Context: an optimization exercise on an open-source flow, tuned for small area, a short achievable clock period and few clock cycles. The choices shown serve that exercise and are no tape-out recipe.
Where RTL was checked, it was by simulation tests only, not by an equivalence proof against the original.
No functional check of the RTL was part of runs 1 and 3.

==> design.v <==
module ysyx_22050058_mdu (
    input  wire        clk,
    input  wire        rst,
    input  wire        start,
    input  wire [2:0]  f3_in,
    input  wire        w_in,
    input  wire [4:0]  rd_in,
    input  wire [63:0] a,
    input  wire [63:0] b,
    output wire        busy,
    output wire [4:0]  rd,
    output wire        xhold,
    output wire        sh_req,
    output reg  [63:0] sh_hi,
    output reg  [63:0] sh_lo,
    output reg  [5:0]  sh_amt,
    output wire        sh_rev,
    input  wire [63:0] sh_out,
    output wire        wb,
    output wire [63:0] result
);
    localparam S_IDLE = 3'd0, S_MSTEP = 3'd1, S_DPRE = 3'd2, S_DSTEP = 3'd3, S_DONE = 3'd4;
    reg [2:0]  st;
    reg [4:0]  cnt;      
    reg [3:0]  nst;      
    reg [64:0] acc;      
    reg [63:0] q;        
    reg [64:0] dv;       
    reg [2:0]  f3;
    reg        w;
    reg [4:0]  rd_r;
    reg        an_r, bn_r, bnz_r;
    wire is_div = f3[2];
    wire ld_div = f3_in[2];
    wire sa = ld_div ? ~f3_in[0] : (f3_in[1:0] != 2'b11);
    wire sb = ld_div ? ~f3_in[0] : (f3_in[1:0] == 2'b00) | (f3_in[1:0] == 2'b01);
    wire [63:0] a1 = w_in ? {{32{sa & a[31]}}, a[31:0]} : a;
    wire [63:0] b1 = w_in ? {{32{sb & b[31]}}, b[31:0]} : b;
    wire        an = sa & a1[63];
    wire        bn = sb & b1[63];
    wire [63:0] dval;
    wire [63:0] na_in = (st == S_IDLE) ? a1 : dval;   
    wire [63:0] a_ng  = ~na_in + 64'd1;
    wire [63:0] b_ng  = ~b1 + 64'd1;
    function [4:0] ndig;
        input [63:0] v;
        input        sgn;
        reg [63:0] d;
        integer n;
        begin
            d = sgn ? {v[62:0] ^ {63{v[63]}}, 1'b0} : v;
            ndig = 5'd1;
            for (n = 1; n < 16; n = n + 1)
                if (d[n*4 +: 4] != 4'd0) ndig = n + 1;
        end
    endfunction
    wire [4:0] nda  = ndig(a1, sa);
    wire [4:0] ndb  = ndig(b1, sb);
    wire       swap = (nda < ndb);                
    wire [4:0] ndm  = swap ? nda : ndb;
    wire       mneg = swap ? an : bn;             
    wire [63:0] mc  = swap ? b1 : a1;
    wire        mcs = swap ? sb : sa;
    wire [63:0] mcn = swap ? b_ng : a_ng;
    wire [64:0] mc65 = mneg ? {~(mcs & mc[63]) ^ (mc == 64'd0), mcn} : {mcs & mc[63], mc};
    wire [63:0] mq   = mneg ? (swap ? a_ng : b_ng) : (swap ? a1 : b1);
    wire [68:0] x0 = {{4{acc[64]}}, acc};
    wire [68:0] mx = {{4{dv[64]}}, dv};
    wire [68:0] x1 = q[0] ? mx : 69'd0;
    wire [68:0] x2 = q[1] ? {mx[67:0], 1'b0} : 69'd0;
    wire [68:0] x3 = q[2] ? {mx[66:0], 2'b0} : 69'd0;
    wire [68:0] x4 = q[3] ? {mx[65:0], 3'b0} : 69'd0;
    wire [68:0] s1 = x0 ^ x1 ^ x2;
    wire [68:0] c1 = {(x0[67:0] & x1[67:0]) | (x0[67:0] & x2[67:0]) | (x1[67:0] & x2[67:0]), 1'b0};
    wire [68:0] s2 = s1 ^ c1 ^ x3;
    wire [68:0] c2 = {(s1[67:0] & c1[67:0]) | (s1[67:0] & x3[67:0]) | (c1[67:0] & x3[67:0]), 1'b0};
    wire [68:0] s3 = s2 ^ c2 ^ x4;
    wire [68:0] c3 = {(s2[67:0] & c2[67:0]) | (s2[67:0] & x4[67:0]) | (c2[67:0] & x4[67:0]), 1'b0};
    wire [68:0] ms = s3 + c3;
    function [6:0] clz;
        input [63:0] v;
        integer n;
        begin
            clz = 7'd64;
            for (n = 0; n < 64; n = n + 1)
                if (v[n]) clz = 7'd63 - n[6:0];
        end
    endfunction
    wire [6:0] clz_r  = clz(acc[63:0]);
    wire [6:0] clz_d  = clz(dv[63:0]);
    wire       d_zero = (dv[63:0] == 64'd0);
    wire       d_big  = (clz_d < clz_r);                  
    wire [6:0] nq     = clz_d - clz_r + 7'd1;            
    wire [6:0] nq2    = nq + {6'd0, nq[0]};               
    reg  [63:0] dlow;                                      
    integer m;
    always @(*) begin
        dlow[63] = 1'b0;
        for (m = 62; m >= 0; m = m - 1) dlow[m] = dlow[m+1] | dv[m+1];
    end
    wire       d_pow2 = ~d_zero & ((dv[63:0] & dlow) == 64'd0);
    wire [65:0] t1 = {2'b00, acc[63:0]} - {1'b0, dv};
    wire [63:0] r1 = t1[65] ? acc[63:0] : t1[63:0];
    wire [65:0] t2 = {2'b00, r1} - {2'b00, dv[64:1]};
    wire [63:0] r2 = t2[65] ? r1 : t2[63:0];
    wire mhi = (f3[1:0] != 2'b00);     
    assign sh_req = ((st == S_DPRE) & ~d_zero & ~d_big) | ((st == S_DONE) & ~is_div);
    assign sh_rev = (st == S_DPRE) & ~d_pow2;
    always @(*) begin
        if (st == S_DPRE) begin
            sh_hi  = 64'd0;
            sh_lo  = d_pow2 ? acc[63:0] : dv[63:0];
            sh_amt = d_pow2 ? 6'd63 - clz_d[5:0] : nq2[5:0] - 6'd2;
        end else begin
            sh_hi  = mhi ? {64{acc[64]}} : acc[63:0];
            sh_lo  = mhi ? acc[63:0] : q;
            sh_amt = ~{nst, 2'b11};            
        end
    end
    wire d_rem   = f3[1];
    assign dval  = d_rem ? acc[63:0] : q;
    wire neg_res = d_rem ? an_r : ((an_r ^ bn_r) & bnz_r);
    wire [63:0] res = is_div ? (neg_res ? a_ng : dval) : sh_out;
    assign result = w ? {{32{res[31]}}, res[31:0]} : res;
    assign busy   = (st != S_IDLE);
    assign rd     = rd_r;
    assign wb     = (st == S_DONE) & (rd_r != 5'd0);
    assign xhold  = (st == S_DONE) | ((st == S_DPRE) & ~d_zero & ~d_big);
    always @(posedge clk) begin
        if (rst) begin
            st <= S_IDLE;
        end else begin
            case (st)
                S_IDLE:  if (start) st <= ld_div ? S_DPRE : S_MSTEP;
                S_MSTEP: if (cnt == 5'd1) st <= S_DONE;
                S_DPRE:  st <= (d_zero | d_big | d_pow2) ? S_DONE : S_DSTEP;
                S_DSTEP: if (cnt == 5'd1) st <= S_DONE;
                default: st <= S_IDLE;
            endcase
        end
    end
    always @(posedge clk) begin
        case (st)
            S_IDLE: begin
                f3    <= f3_in;
                w     <= w_in;
                rd_r  <= rd_in;
                an_r  <= an;
                bn_r  <= bn;
                bnz_r <= (b1 != 64'd0);
                if (ld_div) begin
                    acc <= {1'b0, an ? a_ng : a1};
                    dv  <= {1'b0, bn ? b_ng : b1};
                end else begin
                    acc <= 65'd0;
                    dv  <= mc65;
                    q   <= mq;
                    nst <= ndm[3:0] - 4'd1;
                    cnt <= ndm;
                end
            end
            S_MSTEP: begin
                acc <= ms[68:4];
                q   <= {ms[3:0], q[63:4]};
                cnt <= cnt - 5'd1;
            end
            S_DPRE: begin
                q   <= d_zero ? 64'hffff_ffff_ffff_ffff : (d_pow2 & ~d_big) ? sh_out : 64'd0;
                if (d_pow2 & ~d_big) acc <= {1'b0, acc[63:0] & dlow};
                dv  <= {sh_out, 1'b0};
                cnt <= nq2[5:1];
            end
            S_DSTEP: begin
                acc <= {1'b0, r2};
                q   <= {q[61:0], ~t1[65], ~t2[65]};
                dv  <= {2'b00, dv[64:2]};
                cnt <= cnt - 5'd1;
            end
            default: ;
        endcase
    end
endmodule
module ysyx_22050058_regfile (
    input  wire        clk,
    input  wire        we,
    input  wire [4:0]  waddr,
    input  wire [63:0] wdata,
    input  wire [4:0]  raddr1,
    output reg  [63:0] rdata1,
    input  wire [4:0]  raddr2,
    output reg  [63:0] rdata2
);
    reg [63:0] gpr [1:31];
    integer i;
    always @(posedge clk) begin
        if (we && waddr != 5'd0)
            gpr[waddr] <= wdata;
    end
    always @(*) begin
        rdata1 = 64'd0;
        rdata2 = 64'd0;
        for (i = 1; i < 32; i = i + 1) begin
            rdata1 = rdata1 | ({64{raddr1 == i}} & gpr[i]);
            rdata2 = rdata2 | ({64{raddr2 == i}} & gpr[i]);
        end
    end
endmodule
module ysyx_22050058_top(
    input   wire            clk,
    input   wire            rst,
    output  wire [63:0]     imem_addr,
    input   wire [63:0]     imem_rdata,
    output  wire            dmem_ren,
    output  wire [63:0]     dmem_raddr,
    input   wire [63:0]     dmem_rdata,
    output  wire            dmem_wen,
    output  wire [63:0]     dmem_waddr,
    output  wire [63:0]     dmem_wdata,
    output  wire [7:0]      dmem_wmask,
    output  wire            halt
);
    localparam [47:0] PC_HI = 48'h0000_0000_8000;
    localparam R_SUM = 4'd0, R_SLT = 4'd1, R_SLTU = 4'd2, R_XOR = 4'd3, R_OR = 4'd4,
               R_AND = 4'd5, R_SLL = 4'd6, R_SRL = 4'd7, R_SRA = 4'd8, R_LOAD = 4'd9,
               R_LINK = 4'd10;
    reg  [15:2] pc_q;
    reg         x_valid;
    reg  [63:0] x_opa, x_opb, x_rs2;
    reg  [15:2] x_alt;
    reg  [4:0]  x_rd;
    reg         x_wen;
    reg  [3:0]  x_res;
    reg         x_w, x_sub, x_ld, x_st, x_br, x_pred, x_jalr, x_md, x_ebreak, x_auipc;
    reg  [2:0]  x_f3;
    wire        x_stall;
    wire [63:0] sum;
    wire        x_redirect;
    wire [15:2] x_target;
    wire [63:0] x_result;
    assign imem_addr = {PC_HI, pc_q, 2'b00};
    wire [31:0] inst = pc_q[2] ? imem_rdata[63:32] : imem_rdata[31:0];
    wire [6:0] opc = inst[6:0];
    wire [4:0] f_rd  = inst[11:7];
    wire [2:0] f_f3  = inst[14:12];
    wire [4:0] f_rs1 = inst[19:15];
    wire [4:0] f_rs2 = inst[24:20];
    wire op_lui   = opc[6:2] == 5'b01101;
    wire op_auipc = opc[6:2] == 5'b00101;
    wire op_jal   = opc[6:2] == 5'b11011;
    wire op_jalr  = opc[6:2] == 5'b11001;
    wire op_br    = opc[6:2] == 5'b11000;
    wire op_ld    = opc[6:2] == 5'b00000;
    wire op_st    = opc[6:2] == 5'b01000;
    wire op_imm   = opc[6:2] == 5'b00100;
    wire op_imm32 = opc[6:2] == 5'b00110;
    wire op_reg   = opc[6:2] == 5'b01100;
    wire op_reg32 = opc[6:2] == 5'b01110;
    wire op_sys   = opc[6:2] == 5'b11100;
    wire [63:0] imm_i = {{52{inst[31]}}, inst[31:20]};
    wire [63:0] imm_s = {{52{inst[31]}}, inst[31:25], inst[11:7]};
    wire [63:0] imm_u = {{32{inst[31]}}, inst[31:12], 12'b0};
    wire [15:2] imm_b = {{4{inst[31]}}, inst[7], inst[30:25], inst[11:9]};
    wire [15:2] imm_j = {inst[15:12], inst[20], inst[30:22]};
    wire [63:0] rf_rdata1, rf_rdata2;
    wire        md_busy, md_xhold, md_wb;
    wire [4:0]  md_rd;
    wire [63:0] md_result;
    wire        rf_we = (x_valid & x_wen & ~x_stall) | md_wb;
    ysyx_22050058_regfile u_rf (
        .clk(clk),
        .we(rf_we), .waddr(md_wb ? md_rd : x_rd), .wdata(md_wb ? md_result : x_result),
        .raddr1(f_rs1), .rdata1(rf_rdata1),
        .raddr2(f_rs2), .rdata2(rf_rdata2)
    );
    wire byp1 = x_valid & x_wen & (x_rd == f_rs1);
    wire byp2 = x_valid & x_wen & (x_rd == f_rs2);
    wire [63:0] rs1v = byp1 ? x_result : rf_rdata1;
    wire [63:0] rs2v = byp2 ? x_result : rf_rdata2;
    wire        f_take = op_jal | (op_br & (inst[31] | f_f3[0]));
    wire [15:2] f_seq  = pc_q + 14'd1;
    wire [15:2] f_tgt  = pc_q + (op_jal ? imm_j : imm_b);
    wire        f_jpred = op_jalr & x_valid & x_auipc & (x_rd == f_rs1);
    wire [15:0] f_jtgt = sum[15:0] + inst[31:20];
    wire [15:2] f_next = f_jpred ? f_jtgt[15:2] : f_take ? f_tgt : f_seq;
    wire f_md   = (op_reg | op_reg32) & inst[25];
    wire f_wen  = (op_lui | op_auipc | op_jal | op_jalr | op_ld | op_imm | op_imm32 |
                   op_reg | op_reg32) & ~f_md & (f_rd != 5'd0);
    wire f_wr   = f_wen | f_md;
    wire hz_md  = md_busy & (md_rd != 5'd0) &
                  ((f_rs1 == md_rd) | (f_rs2 == md_rd) | (f_wr & (f_rd == md_rd)));
    wire hz_x   = x_valid & x_md & (x_rd != 5'd0) &
                  ((f_rs1 == x_rd) | (f_rs2 == x_rd) | (f_wr & (f_rd == x_rd)));
    wire f_hold = hz_md | hz_x;
    wire f_isub = (op_reg | op_reg32) & ~inst[25] & inst[30] & (f_f3 == 3'b000);
    wire f_slt  = (op_reg & ~inst[25] | op_imm) & (f_f3[2:1] == 2'b01);
    wire f_sub  = f_isub | f_slt | op_br;
    reg [3:0] f_res;
    always @(*) begin
        f_res = R_SUM;
        if (op_jal | op_jalr)            f_res = R_LINK;
        else if (op_ld)                  f_res = R_LOAD;
        else if (op_imm | op_imm32 | op_reg | op_reg32) begin
            case (f_f3)
                3'b001: f_res = R_SLL;
                3'b010: f_res = R_SLT;
                3'b011: f_res = R_SLTU;
                3'b100: f_res = R_XOR;
                3'b101: f_res = inst[30] ? R_SRA : R_SRL;
                3'b110: f_res = R_OR;
                3'b111: f_res = R_AND;
                default: f_res = R_SUM;
            endcase
        end
    end
    wire [63:0] f_opa = op_lui ? 64'd0 : op_auipc ? {PC_HI, pc_q, 2'b00} : rs1v;
    wire [63:0] f_opb = (op_reg | op_reg32 | op_br) ? rs2v :
                        (op_lui | op_auipc)          ? imm_u :
                        op_st                        ? imm_s : imm_i;
    always @(posedge clk) begin
        if (rst) begin
            pc_q    <= 14'd0;
            x_valid <= 1'b0;
        end else if (!x_stall) begin
            if (x_redirect)  pc_q <= x_target;
            else if (!f_hold) pc_q <= f_next;
            x_valid <= ~x_redirect & ~f_hold;
        end
    end
    always @(posedge clk) begin
        if (!x_stall) begin
            x_opa    <= f_opa;
            x_opb    <= f_opb;
            x_rs2    <= rs2v;
            x_alt    <= (op_br & ~f_take) ? f_tgt : f_seq;
            x_rd     <= f_rd;
            x_wen    <= f_wen;
            x_res    <= f_res;
            x_w      <= op_imm32 | op_reg32;
            x_sub    <= f_sub;
            x_ld     <= op_ld;
            x_st     <= op_st;
            x_br     <= op_br;
            x_pred   <= f_take;
            x_jalr   <= op_jalr & ~f_jpred;
            x_auipc  <= op_auipc;
            x_md     <= f_md;
            x_ebreak <= op_sys;
            x_f3     <= f_f3;
        end
    end
    wire [63:0] opb_x = x_opb ^ {64{x_sub}};
    wire [64:0] sum65 = {1'b0, x_opa} + {1'b0, opb_x} + {64'd0, x_sub};
    assign      sum   = sum65[63:0];
    wire        ltu   = ~sum65[64];
    wire        lts   = (x_opa[63] ^ x_opb[63]) ? x_opa[63] : sum[63];
    wire        eq    = (x_opa == x_opb);
    reg br_cond;
    always @(*) begin
        case (x_f3)
            3'b000: br_cond = eq;
            3'b001: br_cond = ~eq;
            3'b100: br_cond = lts;
            3'b101: br_cond = ~lts;
            3'b110: br_cond = ltu;
            default: br_cond = ~ltu;
        endcase
    end
    assign x_redirect = x_valid & ((x_br & (br_cond ^ x_pred)) | x_jalr);
    assign x_target   = x_jalr ? sum[15:2] : x_alt;
    wire        md_sh_req, md_sh_rev;
    wire [63:0] md_sh_hi, md_sh_lo;
    wire [5:0]  md_sh_amt;
    wire        sh_sra  = (x_res == R_SRA);
    wire        sh_rev  = md_sh_req ? md_sh_rev : (x_res == R_SLL);
    wire        sh_sign = sh_sra & (x_w ? x_opa[31] : x_opa[63]);
    wire [63:0] sh_lo0  = md_sh_req ? md_sh_lo :
                          x_w ? {{32{sh_sign}}, x_opa[31:0]} : x_opa;
    wire [63:0] sh_hi   = md_sh_req ? md_sh_hi : {64{sh_sign}};
    wire [5:0]  sh_amt  = md_sh_req ? md_sh_amt : {x_opb[5] & ~x_w, x_opb[4:0]};
    reg  [63:0] sh_lo;
    integer i;
    always @(*) for (i = 0; i < 64; i = i + 1) sh_lo[i] = sh_rev ? sh_lo0[63-i] : sh_lo0[i];
    wire [127:0] sh_cat = {sh_hi, sh_lo} >> sh_amt;
    reg  [63:0] sh_res;
    always @(*) for (i = 0; i < 64; i = i + 1) sh_res[i] = sh_rev ? sh_cat[63-i] : sh_cat[i];
    wire [2:0]  boff  = sum[2:0];
    wire [63:0] ldw   = dmem_rdata >> {boff, 3'b000};
    reg  [63:0] ld_val;
    always @(*) begin
        case (x_f3)
            3'b000: ld_val = {{56{ldw[7]}},  ldw[7:0]};
            3'b001: ld_val = {{48{ldw[15]}}, ldw[15:0]};
            3'b010: ld_val = {{32{ldw[31]}}, ldw[31:0]};
            3'b100: ld_val = {56'd0, ldw[7:0]};
            3'b101: ld_val = {48'd0, ldw[15:0]};
            3'b110: ld_val = {32'd0, ldw[31:0]};
            default: ld_val = ldw;
        endcase
    end
    ysyx_22050058_mdu u_mdu (
        .clk(clk), .rst(rst),
        .start(x_valid & x_md),
        .f3_in(x_f3), .w_in(x_w), .rd_in(x_rd),
        .a(x_opa), .b(x_opb),
        .busy(md_busy), .rd(md_rd), .xhold(md_xhold),
        .sh_req(md_sh_req), .sh_hi(md_sh_hi), .sh_lo(md_sh_lo), .sh_amt(md_sh_amt),
        .sh_rev(md_sh_rev), .sh_out(sh_res),
        .wb(md_wb), .result(md_result)
    );
    reg [63:0] res;
    always @(*) begin
        case (x_res)
            R_SUM:  res = sum;
            R_SLT:  res = {63'd0, lts};
            R_SLTU: res = {63'd0, ltu};
            R_XOR:  res = x_opa ^ x_opb;
            R_OR:   res = x_opa | x_opb;
            R_AND:  res = x_opa & x_opb;
            R_SLL, R_SRL, R_SRA: res = sh_res;
            R_LOAD: res = ld_val;
            default: res = {PC_HI, x_alt, 2'b00};
        endcase
    end
    assign x_result = x_w ? {{32{res[31]}}, res[31:0]} : res;
    assign x_stall = (x_valid & ((x_md & md_busy) | x_ebreak)) | md_xhold;
    assign dmem_ren   = x_valid & x_ld;
    assign dmem_raddr = sum;
    assign dmem_wen   = x_valid & x_st & ~md_xhold;
    assign dmem_waddr = sum;
    assign dmem_wdata = x_rs2;
    assign dmem_wmask = (x_f3[1:0] == 2'b00) ? (8'h01 << boff) :
                        (x_f3[1:0] == 2'b01) ? (8'h03 << boff) :
                        (x_f3[1:0] == 2'b10) ? (8'h0f << boff) : 8'hff;
    assign halt = x_valid & x_ebreak;
endmodule
==> run.sh <==
#!/bin/bash
# synth_recipe.tcl (not shown) runs the flow's synth.tcl, then flattens the netlist and writes it again
# the make line also repeats each setting of config.mk as NAME=value (left out here)
make -C /OpenROAD-flow-scripts/flow DESIGN_CONFIG=/design/flow/config.mk WORK_HOME=/design/flow/orfs CLKGATE_MAP_FILE= SYNTH_SCRIPT=/design/flow/synth_recipe.tcl finish
==> config.mk <==
export PLATFORM = sky130hd
export DESIGN_NAME = ysyx_22050058_top
export DESIGN_NICKNAME = ysyx_22050058_top
export VERILOG_FILES = /design/flow/design.v
export SDC_FILE = /design/flow/constraint.sdc
export NUM_CORES = 8
export LEC_CHECK = 0
export CAP_MARGIN = 40
export CELL_PAD_IN_SITES_DETAIL_PLACEMENT = 1
export CELL_PAD_IN_SITES_GLOBAL_PLACEMENT = 1
export CORE_MARGIN = 2
export CORE_UTILIZATION = 30
export PLACE_DENSITY = 0.5
export SETUP_SLACK_MARGIN = 5
export SLEW_MARGIN = 40
==> constraint.sdc <==
create_clock -name core_clock -period 15.0 [get_ports {clk}]
set_input_delay 3.0000 -clock core_clock [delete_from_list [all_inputs] [get_ports {clk}]]
set_output_delay 3.0000 -clock core_clock [all_outputs]
set_load 0.01 [all_outputs]
==> results.toml, run 1 <==
[synthesis]
synth_seq_area_share = 0.452
synth_warnings = 3
synth-xor-area-share = 0.0303
synth_edf_count = 2428
yosysTopAreaCellShare = 0.450
synthAdderAreaFrac = 0.0595
synth_compound_area_frac = 0.251
yosysUniqueCellTypes = 122
yosys.area_share.simple = 0.119
netlist_area_sq_um = 162000
syn_inst = 16000
synth_top_family_by_area = "compound AO/OA/AOI/OAI gates"
async_reset_ff_frac = 0
synth.area.mux_share = 0.0380
yosysTopAreaCell = "edfxtp_1"
synth.area.top_cells = "edfxtp_1 (45%), a22oi_1 (4.4%), ha_1 (3.4%)"
avgSynthCellArea_sq_um = 10.1
yosys_most_used_dff = "edfxtp_1"
ys_seq_elements = 2446

[critical_path]
crit_family = "compound AO/OA/AOI/OAI gates"
critPathArrivalTime_ps = 10860
worst-setup-path-type = "register to register"
rrSetupSlack_ps = 4810
slowest_stage = "nor2_1"
endpoint_kind = "register"
cpMostUsedCell = "buf_4"
critPathMaxFanout = 31
start_kind = "register"
required_ps = 15670
path_buf_inv = 8
cp_slowest_stage_delay_ps = 790

[placement]
place_congestion = 1.08
placed_area_sq_um = 180000
numPortBuffers = 342
post-dp-hpwl_um = 800000

[sta]
maxSlewViolCount = 0
timing.slew.headroom = 0.265
fmax_ghz = 0.0982
final_hold_viol_count = 0
tns_ps = 0
post-route-period-util = 0.679
min_period_ps = 10190
skew_ps = 78.9
hold_slack_ps = 684
worst_pin_slew_ps = 1100
rsz0062_at_grt = "true"
setup_viol = 0

[die]
start_util = 0.301
die_x_um = 739
coreArea_sq_um = 538000
dieArea_sq_um = 546000
ioPinCount = 397
die_h_um = 739
row_count = 269

[layout]
utilization = 0.366
drive_gt1_frac = 0.161
nNetsFinal = 17300
area_growth_pct = 21.6
finalInstanceArea_sq_um = 197000

[cts]
cts_hold_buf = 0
cts_tree = "built"
path_clk_slew_ps = 60
cts-root-buf = "clkbuf_16"
cts_buffers = 300
clk-insertion-delay-late_ps = 1030
cts_sinks = 2446
max-clock-path-buffers = 4
htree_levels = 5

[global_routing]
grt_overflow_total = 0
antenna_found_initial = 107
track_usage = 0.418
grt_max_degree = 122
grt_first_pass_wirelength_um = 1550000
grt_pass1_vias = 158000

[detailed_routing]
drt-initial-drc-count = 27600
wl_per_cell_um = 49.8
antenna_left = 0
wirelength_um = 1200000
num_vias = 167000
viasPerCell = 6.95
first_pass_iters = 10
route.detailed.drc = 0

[worst_hold_path]
hp-class = "register to register"

[outcome]
status = "timing/DRC/antenna clean"

[flow_run]
drv_cap = 0
## sequential cells by signal, summed over array words and instances (netlist names), 4 cells and up
signal and cells:
u_mdu.rd_r 5, u_mdu.acc 65, x_res 4, x_opb 64, u_mdu.nst 4, x_rs2 64, x_opa 64, x_alt 14
u_rf.gpr 1984, u_mdu.dv 65, x_rd 5, u_mdu.cnt 5, pc_q 14, u_mdu.q 64
## worst paths after layout
path | depth (start not counted) | startpoint | to
worst max register to register | 42 | u_mdu.acc[2]$_DFFE_PP_ | u_rf.gpr[19][22]$_DFFE_PP_
worst min register to register | 3 | pc_q[4]$_SDFFE_PP0P_ | pc_q[4]$_SDFFE_PP0P_
worst max-delay path | 42 | u_mdu.acc[2]$_DFFE_PP_ | u_rf.gpr[19][22]$_DFFE_PP_
worst min-delay path | 3 | pc_q[4]$_SDFFE_PP0P_ | pc_q[4]$_SDFFE_PP0P_
## synth_stat cells (all sizes together) (51+ instances only)
cell	number
a211oi	132
a21o	217
a21oi	954
a221oi	561
a222oi	156
a22o	481
a22oi	954
a31oi	140
and2	169
and3	66
buf	391
clkbuf	957
edfxtp	2428
fa	202
ha	446
inv	615
mux2	148
mux2i	420
nand2	1263
nand2b	76
nand3	532
nand4	297
nor2	1046
nor2b	73
nor3	271
nor4	122
o2111ai	51
o211ai	258
o21a	88
o21ai	883
o21bai	62
o221ai	122
o22ai	99
o31ai	71
or3	58
or4	70
xnor2	335
xor2	226
## timing repair
action                                   CTS  global route
resized for setup                        486           305
pin swaps                                111            89
cloned                                    12            11
setup buffers                            175           105
endpoints found under the setup margin  3192          2257
## cell type report
class / count / area (sq um)
Fill cell: 58900 / 341000
Multi-Input combinational cell: 11600 / 86700
Sequential cell: 2446 / 73300
Timing Repair Buffer: 1542 / 15700
Tap cell: 7181 / 8980
Clock buffer: 374 / 7880
Inverter: 625 / 2370
Clock inverter: 165 / 1880
Antenna cell: 76 / 190
## cells by family after synthesis
group / after synthesis
other cells: 2
fa+ha+maj: 650
compound gates: 5683
xor+xnor: 561
simple gates: 4113
buf+inv: 1973
mux: 579
flops: 2446
## cell usage in the layout (no fill, tap or decap), drive strengths merged, types with 258 or more instances in the layout
cell type,instances
a21oi,954
buf,1184
nor3,271
nand2,1267
o211ai,258
a22o,481
nand3,532
o21ai,883
mux2i,420
clkbuf,387
xnor2,335
nand4,297
nor2,1047
edfxtp,2428
a22oi,954
clkdlybuf4s50,341
ha,446
a221oi,561
inv,626
## worst min-delay path: cells and delay by family (launching register included)
kind            cells  cell delay, ps
buf+inv             1             200
flops               1             300
simple gates        1              80
compound gates      1              60
## routing by layer
layer,vias up,GRT usage,share of wire
met4,52,0.341,0.10
li1,63800,-,-
met5,-,0.0000874,0.00032
met3,3753,0.111,0.11
met2,13000,0.619,0.42
met1,86500,0.512,0.37
## stage by stage
step,setup WS [ps],std cells
2_1_floorplan,4440,16100
3_3_place_gp,1650,23100
3_5_place_dp,2250,23100
4_1_cts,4790,23800
5_1_grt,4830,24000
6_report,4810,24100
==> inputs of run 2 (changes only) <==
--- a/design.v
+++ b/design.v
@@ -19,9 +19,10 @@
     output wire        wb,
     output wire [63:0] result
 );
-    localparam S_IDLE = 3'd0, S_MSTEP = 3'd1, S_DPRE = 3'd2, S_DSTEP = 3'd3, S_DONE = 3'd4;
+    localparam S_IDLE = 3'd0, S_MSTEP = 3'd1, S_DPRE = 3'd2, S_DSH = 3'd3, S_DSTEP = 3'd4,
+               S_DFIN = 3'd5, S_DONE = 3'd6;
     reg [2:0]  st;
-    reg [4:0]  cnt;      
+    reg [6:0]  cnt;      
     reg [3:0]  nst;      
     reg [64:0] acc;      
     reg [63:0] q;        
@@ -30,6 +31,24 @@
     reg        w;
     reg [4:0]  rd_r;
     reg        an_r, bn_r, bnz_r;
+    reg        dpow;     
+    reg [5:0]  damt;     
+    function [63:0] below;
+        input [63:0] v;
+        integer k;
+        begin
+            below = {v[62:0], 1'b0};
+            for (k = 1; k < 64; k = k * 2) below = below | (below << k);
+        end
+    endfunction
+    function [63:0] above;
+        input [63:0] v;
+        integer k;
+        begin
+            above = {1'b0, v[63:1]};
+            for (k = 1; k < 64; k = k * 2) above = above | (above >> k);
+        end
+    endfunction
     wire is_div = f3[2];
     wire ld_div = f3_in[2];
     wire sa = ld_div ? ~f3_in[0] : (f3_in[1:0] != 2'b11);
@@ -40,8 +59,8 @@
     wire        bn = sb & b1[63];
     wire [63:0] dval;
     wire [63:0] na_in = (st == S_IDLE) ? a1 : dval;   
-    wire [63:0] a_ng  = ~na_in + 64'd1;
-    wire [63:0] b_ng  = ~b1 + 64'd1;
+    wire [63:0] a_ng  = na_in ^ below(na_in);
+    wire [63:0] b_ng  = b1 ^ below(b1);
     function [4:0] ndig;
         input [63:0] v;
         input        sgn;
@@ -62,7 +81,7 @@
     wire [63:0] mc  = swap ? b1 : a1;
     wire        mcs = swap ? sb : sa;
     wire [63:0] mcn = swap ? b_ng : a_ng;
-    wire [64:0] mc65 = mneg ? {~(mcs & mc[63]) ^ (mc == 64'd0), mcn} : {mcs & mc[63], mc};
+    wire [64:0] mc65 = mneg ? {(mcs & mc[63]) ^ (mc != 64'd0), mcn} : {mcs & mc[63], mc};
     wire [63:0] mq   = mneg ? (swap ? a_ng : b_ng) : (swap ? a1 : b1);
     wire [68:0] x0 = {{4{acc[64]}}, acc};
     wire [68:0] mx = {{4{dv[64]}}, dv};
@@ -92,25 +111,20 @@
     wire       d_big  = (clz_d < clz_r);                  
     wire [6:0] nq     = clz_d - clz_r + 7'd1;            
     wire [6:0] nq2    = nq + {6'd0, nq[0]};               
-    reg  [63:0] dlow;                                      
-    integer m;
-    always @(*) begin
-        dlow[63] = 1'b0;
-        for (m = 62; m >= 0; m = m - 1) dlow[m] = dlow[m+1] | dv[m+1];
-    end
-    wire       d_pow2 = ~d_zero & ((dv[63:0] & dlow) == 64'd0);
+    wire [63:0] dlow   = above(dv[63:0]);                  
+    wire        d_pow2 = ~d_zero & ((dv[63:0] & dlow) == 64'd0);
     wire [65:0] t1 = {2'b00, acc[63:0]} - {1'b0, dv};
     wire [63:0] r1 = t1[65] ? acc[63:0] : t1[63:0];
     wire [65:0] t2 = {2'b00, r1} - {2'b00, dv[64:1]};
     wire [63:0] r2 = t2[65] ? r1 : t2[63:0];
     wire mhi = (f3[1:0] != 2'b00);     
-    assign sh_req = ((st == S_DPRE) & ~d_zero & ~d_big) | ((st == S_DONE) & ~is_div);
-    assign sh_rev = (st == S_DPRE) & ~d_pow2;
+    assign sh_req = (st == S_DSH) | ((st == S_DONE) & ~is_div);
+    assign sh_rev = (st == S_DSH) & ~dpow;
     always @(*) begin
-        if (st == S_DPRE) begin
+        if (st == S_DSH) begin
             sh_hi  = 64'd0;
-            sh_lo  = d_pow2 ? acc[63:0] : dv[63:0];
-            sh_amt = d_pow2 ? 6'd63 - clz_d[5:0] : nq2[5:0] - 6'd2;
+            sh_lo  = dpow ? acc[63:0] : dv[63:0];
+            sh_amt = damt;
         end else begin
             sh_hi  = mhi ? {64{acc[64]}} : acc[63:0];
             sh_lo  = mhi ? acc[63:0] : q;
@@ -120,21 +134,23 @@
     wire d_rem   = f3[1];
     assign dval  = d_rem ? acc[63:0] : q;
     wire neg_res = d_rem ? an_r : ((an_r ^ bn_r) & bnz_r);
-    wire [63:0] res = is_div ? (neg_res ? a_ng : dval) : sh_out;
+    wire [63:0] res = is_div ? q : sh_out;
     assign result = w ? {{32{res[31]}}, res[31:0]} : res;
     assign busy   = (st != S_IDLE);
     assign rd     = rd_r;
     assign wb     = (st == S_DONE) & (rd_r != 5'd0);
-    assign xhold  = (st == S_DONE) | ((st == S_DPRE) & ~d_zero & ~d_big);
+    assign xhold  = (st == S_DONE) | (st == S_DSH);
     always @(posedge clk) begin
         if (rst) begin
             st <= S_IDLE;
         end else begin
             case (st)
                 S_IDLE:  if (start) st <= ld_div ? S_DPRE : S_MSTEP;
-                S_MSTEP: if (cnt == 5'd1) st <= S_DONE;
-                S_DPRE:  st <= (d_zero | d_big | d_pow2) ? S_DONE : S_DSTEP;
-                S_DSTEP: if (cnt == 5'd1) st <= S_DONE;
+                S_MSTEP: if (cnt == 7'd1) st <= S_DONE;
+                S_DPRE:  st <= (d_zero | d_big) ? S_DFIN : S_DSH;
+                S_DSH:   st <= dpow ? S_DFIN : S_DSTEP;
+                S_DSTEP: if (cnt == 7'd1) st <= S_DFIN;
+                S_DFIN:  st <= S_DONE;
                 default: st <= S_IDLE;
             endcase
         end
@@ -156,25 +172,35 @@
                     dv  <= mc65;
                     q   <= mq;
                     nst <= ndm[3:0] - 4'd1;
-                    cnt <= ndm;
+                    cnt <= {2'd0, ndm};
                 end
             end
             S_MSTEP: begin
                 acc <= ms[68:4];
                 q   <= {ms[3:0], q[63:4]};
-                cnt <= cnt - 5'd1;
+                cnt <= cnt - 7'd1;
             end
             S_DPRE: begin
-                q   <= d_zero ? 64'hffff_ffff_ffff_ffff : (d_pow2 & ~d_big) ? sh_out : 64'd0;
-                if (d_pow2 & ~d_big) acc <= {1'b0, acc[63:0] & dlow};
-                dv  <= {sh_out, 1'b0};
-                cnt <= nq2[5:1];
+                q    <= d_zero ? 64'hffff_ffff_ffff_ffff : 64'd0;
+                dpow <= d_pow2;
+                damt <= d_pow2 ? 6'd63 - clz_d[5:0] : nq[5:0] - 6'd1;
+                cnt  <= nq;
+            end
+            S_DSH: begin
+                if (dpow) begin
+                    q   <= sh_out;
+                    acc <= {1'b0, acc[63:0] & dlow};
+                end
+                dv  <= {1'b0, sh_out};
+            end
+            S_DFIN: begin
+                q   <= neg_res ? a_ng : dval;
             end
             S_DSTEP: begin
-                acc <= {1'b0, r2};
-                q   <= {q[61:0], ~t1[65], ~t2[65]};
-                dv  <= {2'b00, dv[64:2]};
-                cnt <= cnt - 5'd1;
+                acc <= {1'b0, r1};
+                q   <= {q[62:0], ~t1[65]};
+                dv  <= {1'b0, dv[64:1]};
+                cnt <= cnt - 7'd1;
             end
             default: ;
         endcase
==> flow/run.sh (new file) <==
#!/bin/bash
set -euo pipefail
bash standard.sh SETUP_SLACK_MARGIN=9 finish > standard_flow.log 2>&1
==> standard.sh (new file) <==
#!/bin/bash
# synth_recipe.tcl (not shown) runs the flow's synth.tcl, then flattens the netlist and writes it again
# the make line also repeats each setting of config.mk as NAME=value (left out here)
make -C /OpenROAD-flow-scripts/flow DESIGN_CONFIG=/design/flow/config.mk WORK_HOME=/design/flow/orfs CLKGATE_MAP_FILE= SYNTH_SCRIPT=/design/flow/synth_recipe.tcl "${@:-finish}"
--- a/config.mk
+++ b/config.mk
@@ -9,7 +9,6 @@
 export CELL_PAD_IN_SITES_DETAIL_PLACEMENT = 1
 export CELL_PAD_IN_SITES_GLOBAL_PLACEMENT = 1
 export CORE_MARGIN = 2
-export CORE_UTILIZATION = 30
-export PLACE_DENSITY = 0.5
-export SETUP_SLACK_MARGIN = 5
+export CORE_UTILIZATION = 50
+export PLACE_DENSITY = 0.65
 export SLEW_MARGIN = 40
removed: run.sh
==> run 2 against run 1 <==
  * Synthesized area down 2.3%
  * The flow now stops in global routing (5_1_grt)
  * Synthesized cell count down 4.4%
==> results.toml, run 2 <==
[outcome]
stop_error = "[ERROR GRT-0116] Global routing finished with congestion. Check the congestion regions in the DRC Viewer."
status = "did not finish"
stop_stage = "global routing (5_1_grt)"

[global_routing]
grt_pass1_vias = 195000
grt_first_pass_wirelength_um = 1790000
grt_overflow_total = 182
track_usage = 0.794
grt_max_degree = 108

[placement]
dp.cells = 19200
place_congestion = 1.19
post-dp-hpwl_um = 718000
numPortBuffers = 342

[synthesis]
yosysTopAreaCellShare = 0.462
ys_seq_elements = 2455
yosysMostFrequentCell = "edfxtp_1"
syn_inst = 15300
yosysTopAreaCell = "edfxtp_1"
synth_seq_area_share = 0.464
yosysUniqueCellTypes = 121
synth_common_cells = "edfxtp_1 (2437), nand2_1 (1251), clkbuf_1 (944), nor2_1 (905), a21oi_1 (797)"
avgSynthCellArea_sq_um = 10.4
synth_warnings = 3
async_reset_ff_frac = 0
yosys_most_used_dff = "edfxtp_1"
synth_edf_count = 2437
netlist_area_sq_um = 158000
synth.area.top_cells = "edfxtp_1 (46%), a221oi_1 (4.0%), a22o_1 (3.4%)"

[cts]
cts_hold_buf = 0
cts_sinks = 2455
max-clock-path-buffers = 4
htree_levels = 5
cts_buffers = 273
cts-root-buf = "clkbuf_16"

[die]
die_h_um = 567
die_x_um = 567
ioPinCount = 397
start_util = 0.503
row_count = 206
[run 2: cell count changes after synthesis, moves of 39 or more]
cell and delta:
xnor2_1 -40, buf_2 +42, ha_1 -64, mux2i_1 -136, a22oi_1 -275, o21ai_0 -126, a22o_1 +141, nand3_1 -56
o221ai_1 -47, a21o_1 -57, nor2_1 -137, a21oi_1 -153, a221oi_1 +175, mux2_2 -39
[run 2: worst max-delay path by stage]
| stage | end | slack (ps) |
|---|---|---|
| floorplan | u_rf.gpr[20][0]$_DFFE_PP_ | 4960 |
| global placement | u_mdu.q[31]$_DFFE_PP_ | 6100 |
| detailed placement | dmem_waddr[57] | 6130 |
| CTS | dmem_waddr[62] | 7180 |
[run 2: cell families after synthesis]
logic type / count (synthesis) / synth area share
buf+inv: 1961 / 0.0506
simple gates: 3998 / 0.120
compound gates: 5358 / 0.250
mux: 426 / 0.0312
other cells: 2 / 0.0000474
fa+ha+maj: 586 / 0.0558
flops: 2455 / 0.464
xor+xnor: 511 / 0.0283
[run 2: repair_timing]
| action | in CTS |
|---|---|
| resized for setup | 1772 |
| setup endpoints to repair | 2781 |
| pin swaps | 283 |
| cloned | 78 |
| setup buffers | 460 |
[run 2: per-layer routing]
| layer | GRT overflow | global-route usage |
|---|---|---|
| met5 | 3 | 0.404 |
| met2 | 72 | 0.923 |
| met3 | 10 | 0.679 |
| met4 | 94 | 0.754 |
| met1 | 3 | 0.807 |
[run 2: per-stage QoR]
step / setup WS (ps) / instance area (sq um) / utilization / hold slack, ps
2_1_floorplan: 4960 / 159000 / - / 421
3_3_place_gp: 6100 / 169000 / 0.536 / 604
3_5_place_dp: 6130 / 171000 / 0.542 / 625
4_1_cts: 7180 / 191000 / 0.607 / 634
Testbench counts of run 2, summed over its fixed seeds: cycles 154,478.
==> inputs of run 3 (changes only) <==
--- a/design.v
+++ b/design.v
@@ -10,6 +10,8 @@
     output wire        busy,
     output wire [4:0]  rd,
     output wire        xhold,
+    input  wire        kill_in,      
+    output reg         killed,
     output wire        sh_req,
     output reg  [63:0] sh_hi,
     output reg  [63:0] sh_lo,
@@ -138,12 +140,15 @@
     assign result = w ? {{32{res[31]}}, res[31:0]} : res;
     assign busy   = (st != S_IDLE);
     assign rd     = rd_r;
-    assign wb     = (st == S_DONE) & (rd_r != 5'd0);
+    assign wb     = (st == S_DONE) & (rd_r != 5'd0) & ~killed;
     assign xhold  = (st == S_DONE) | (st == S_DSH);
     always @(posedge clk) begin
         if (rst) begin
-            st <= S_IDLE;
+            st     <= S_IDLE;
+            killed <= 1'b0;
         end else begin
+            if (st == S_IDLE) killed <= 1'b0;
+            else if (kill_in) killed <= 1'b1;
             case (st)
                 S_IDLE:  if (start) st <= ld_div ? S_DPRE : S_MSTEP;
                 S_MSTEP: if (cnt == 7'd1) st <= S_DONE;
@@ -288,7 +293,7 @@
     wire [15:2] imm_b = {{4{inst[31]}}, inst[7], inst[30:25], inst[11:9]};
     wire [15:2] imm_j = {inst[15:12], inst[20], inst[30:22]};
     wire [63:0] rf_rdata1, rf_rdata2;
-    wire        md_busy, md_xhold, md_wb;
+    wire        md_busy, md_xhold, md_wb, md_kill;
     wire [4:0]  md_rd;
     wire [63:0] md_result;
     wire        rf_we = (x_valid & x_wen & ~x_stall) | md_wb;
@@ -311,11 +316,13 @@
     wire f_md   = (op_reg | op_reg32) & inst[25];
     wire f_wen  = (op_lui | op_auipc | op_jal | op_jalr | op_ld | op_imm | op_imm32 |
                    op_reg | op_reg32) & ~f_md & (f_rd != 5'd0);
-    wire f_wr   = f_wen | f_md;
-    wire hz_md  = md_busy & (md_rd != 5'd0) &
-                  ((f_rs1 == md_rd) | (f_rs2 == md_rd) | (f_wr & (f_rd == md_rd)));
+    wire f_use1 = ~(op_lui | op_auipc | op_jal);
+    wire f_use2 = op_reg | op_reg32 | op_br | op_st;
+    wire x_wr_md = x_valid & x_wen & (x_rd == md_rd);      
+    wire hz_md  = md_busy & ~md_kill & ~x_wr_md & (md_rd != 5'd0) &
+                  ((f_use1 & (f_rs1 == md_rd)) | (f_use2 & (f_rs2 == md_rd)));
     wire hz_x   = x_valid & x_md & (x_rd != 5'd0) &
-                  ((f_rs1 == x_rd) | (f_rs2 == x_rd) | (f_wr & (f_rd == x_rd)));
+                  ((f_use1 & (f_rs1 == x_rd)) | (f_use2 & (f_rs2 == x_rd)));
     wire f_hold = hz_md | hz_x;
     wire f_isub = (op_reg | op_reg32) & ~inst[25] & inst[30] & (f_f3 == 3'b000);
     wire f_slt  = (op_reg & ~inst[25] | op_imm) & (f_f3[2:1] == 2'b01);
@@ -429,6 +436,7 @@
         .f3_in(x_f3), .w_in(x_w), .rd_in(x_rd),
         .a(x_opa), .b(x_opb),
         .busy(md_busy), .rd(md_rd), .xhold(md_xhold),
+        .kill_in(x_wr_md & ~x_stall), .killed(md_kill),
         .sh_req(md_sh_req), .sh_hi(md_sh_hi), .sh_lo(md_sh_lo), .sh_amt(md_sh_amt),
         .sh_rev(md_sh_rev), .sh_out(sh_res),
         .wb(md_wb), .result(md_result)
==> run 3 against run 2 <==
  * The run again fails in global routing (5_1_grt)
  * Synthesized cell count is 1.9% higher
  * Synthesized area increased by 1.1%
==> results.toml, run 3 <==
[outcome]
status = "did not finish"
stop_stage = "global routing (5_1_grt)"
stop_error = "[ERROR GRT-0116] Global routing finished with congestion. Check the congestion regions in the DRC Viewer."

[cts]
cts_buffers = 272
cts_sinks = 2456
max-clock-path-buffers = 4
htree_levels = 5
cts-root-buf = "clkbuf_16"
cts_hold_buf = 0

[die]
row_count = 207
die_h_um = 570
ioPinCount = 397
start_util = 0.503
die_x_um = 570

[synthesis]
ys_seq_elements = 2456
async_reset_ff_frac = 0
yosysTopAreaCell = "edfxtp_1"
yosysUniqueCellTypes = 128
netlist_area_sq_um = 160000
yosysTopAreaCellShare = 0.457
synth_top_family_by_area = "compound AO/OA/AOI/OAI gates"
synth_common_cells = "edfxtp_1 (2437), nand2_1 (1174), nor2_1 (982), clkbuf_1 (921), a21oi_1 (854)"
synth_seq_area_share = 0.459
synth.area.top_cells = "edfxtp_1 (46%), a221oi_1 (4.0%), a22oi_1 (3.7%)"
yosysMostFrequentCell = "edfxtp_1"
synth_compound_area_frac = 0.253
synth.area.mux_share = 0.0337
yosys_most_used_dff = "edfxtp_1"
yosys.area_share.simple = 0.120
synth_edf_count = 2437
syn_inst = 15600
synthAdderAreaFrac = 0.0552
synth-xor-area-share = 0.0265
avgSynthCellArea_sq_um = 10.3
synth_warnings = 3

[global_routing]
grt_overflow_total = 4641
grt_pass1_vias = 221000
grt_max_degree = 93
grt_first_pass_wirelength_um = 2120000
track_usage = 0.931

[placement]
numPortBuffers = 342
place_congestion = 1.17
post-dp-hpwl_um = 763000
## run 3: changes by cell type after synthesis, sizes merged, moves of 57 or more
| cell | change |
|---|---|
| nor2 | +79 |
| a21oi | +58 |
| buf | +61 |
| a22oi | +104 |
| o21ai | +69 |
| mux2i | +86 |
| o211ai | -57 |
| nand2 | -76 |
## run 3: worst max path at each step
stage,slack (ps),startpoint,endpoint
floorplan,5210,u_mdu.st[1]$_SDFFE_PP0P_,u_rf.gpr[25][0]$_DFFE_PP_
global placement,5600,x_sub$_DFFE_PP_,dmem_raddr[61]
detailed placement,5670,x_sub$_DFFE_PP_,dmem_raddr[61]
CTS,7090,x_sub$_DFFE_PP_,dmem_raddr[57]
## run 3: kinds of logic after synthesis
kind of cell	after synthesis
AOI/OAI and AO/OA	5578
other	2
buffers and inverters	1983
DFF	2456
adders and majority gates	585
xor gates and xnor gates	485
and+or+nand+nor	3996
muxes	505
## run 3: what timing repair did
item	4_1_cts
gates resized for setup	1938
gates cloned	91
setup endpoints to repair	3015
buffers inserted	523
pin swaps	310
## run 3: through the flow
| stage | setup WS [ps] | hold WS (ps) | instance area (sq um) | instances |
|---|---|---|---|---|
| floorplan | 5210 | 421 | 161000 | 15600 |
| global placement | 5600 | 543 | 171000 | 19600 |
| detailed placement | 5670 | 526 | 173000 | 19600 |
| CTS | 7090 | 558 | 195000 | 20700 |
## run 3: per-layer routing
layer | GRT overflow | track usage
met5 | 121 | 0.779
met2 | 1905 | 1.00
met4 | 1355 | 0.944
met3 | 676 | 0.870
met1 | 584 | 0.918

[static timing again, ports no longer ideal]
The results above use ideal ports. As a check the final layout listed here was re-extracted and re-timed, cells and wires unchanged. Step 1, drivers: a clkbuf_16 drives clk and a buf_2 each remaining input, both assumed. Step 2 adds t to the input delays and takes it off the output delays; t is the mean of the earliest and latest rising clock arrival at the registers after step 1. Input paths then give back, and output paths get back, about the clock's delay inside the block. a / b / c = ideal ports / drivers / drivers and shift; a / b = the first two.
run: run 1
t, ns: 1.114
setup WS [ns]: 4.813 / 4.813 / 4.813
worst slew at a driven data input, ns: 0.07
pins driven straight from the clock port: 1
After both steps run 1 still meets setup and hold. The setup slack of run 1 moves by 0.000 ns with the drivers and by 0.000 ns with both steps.
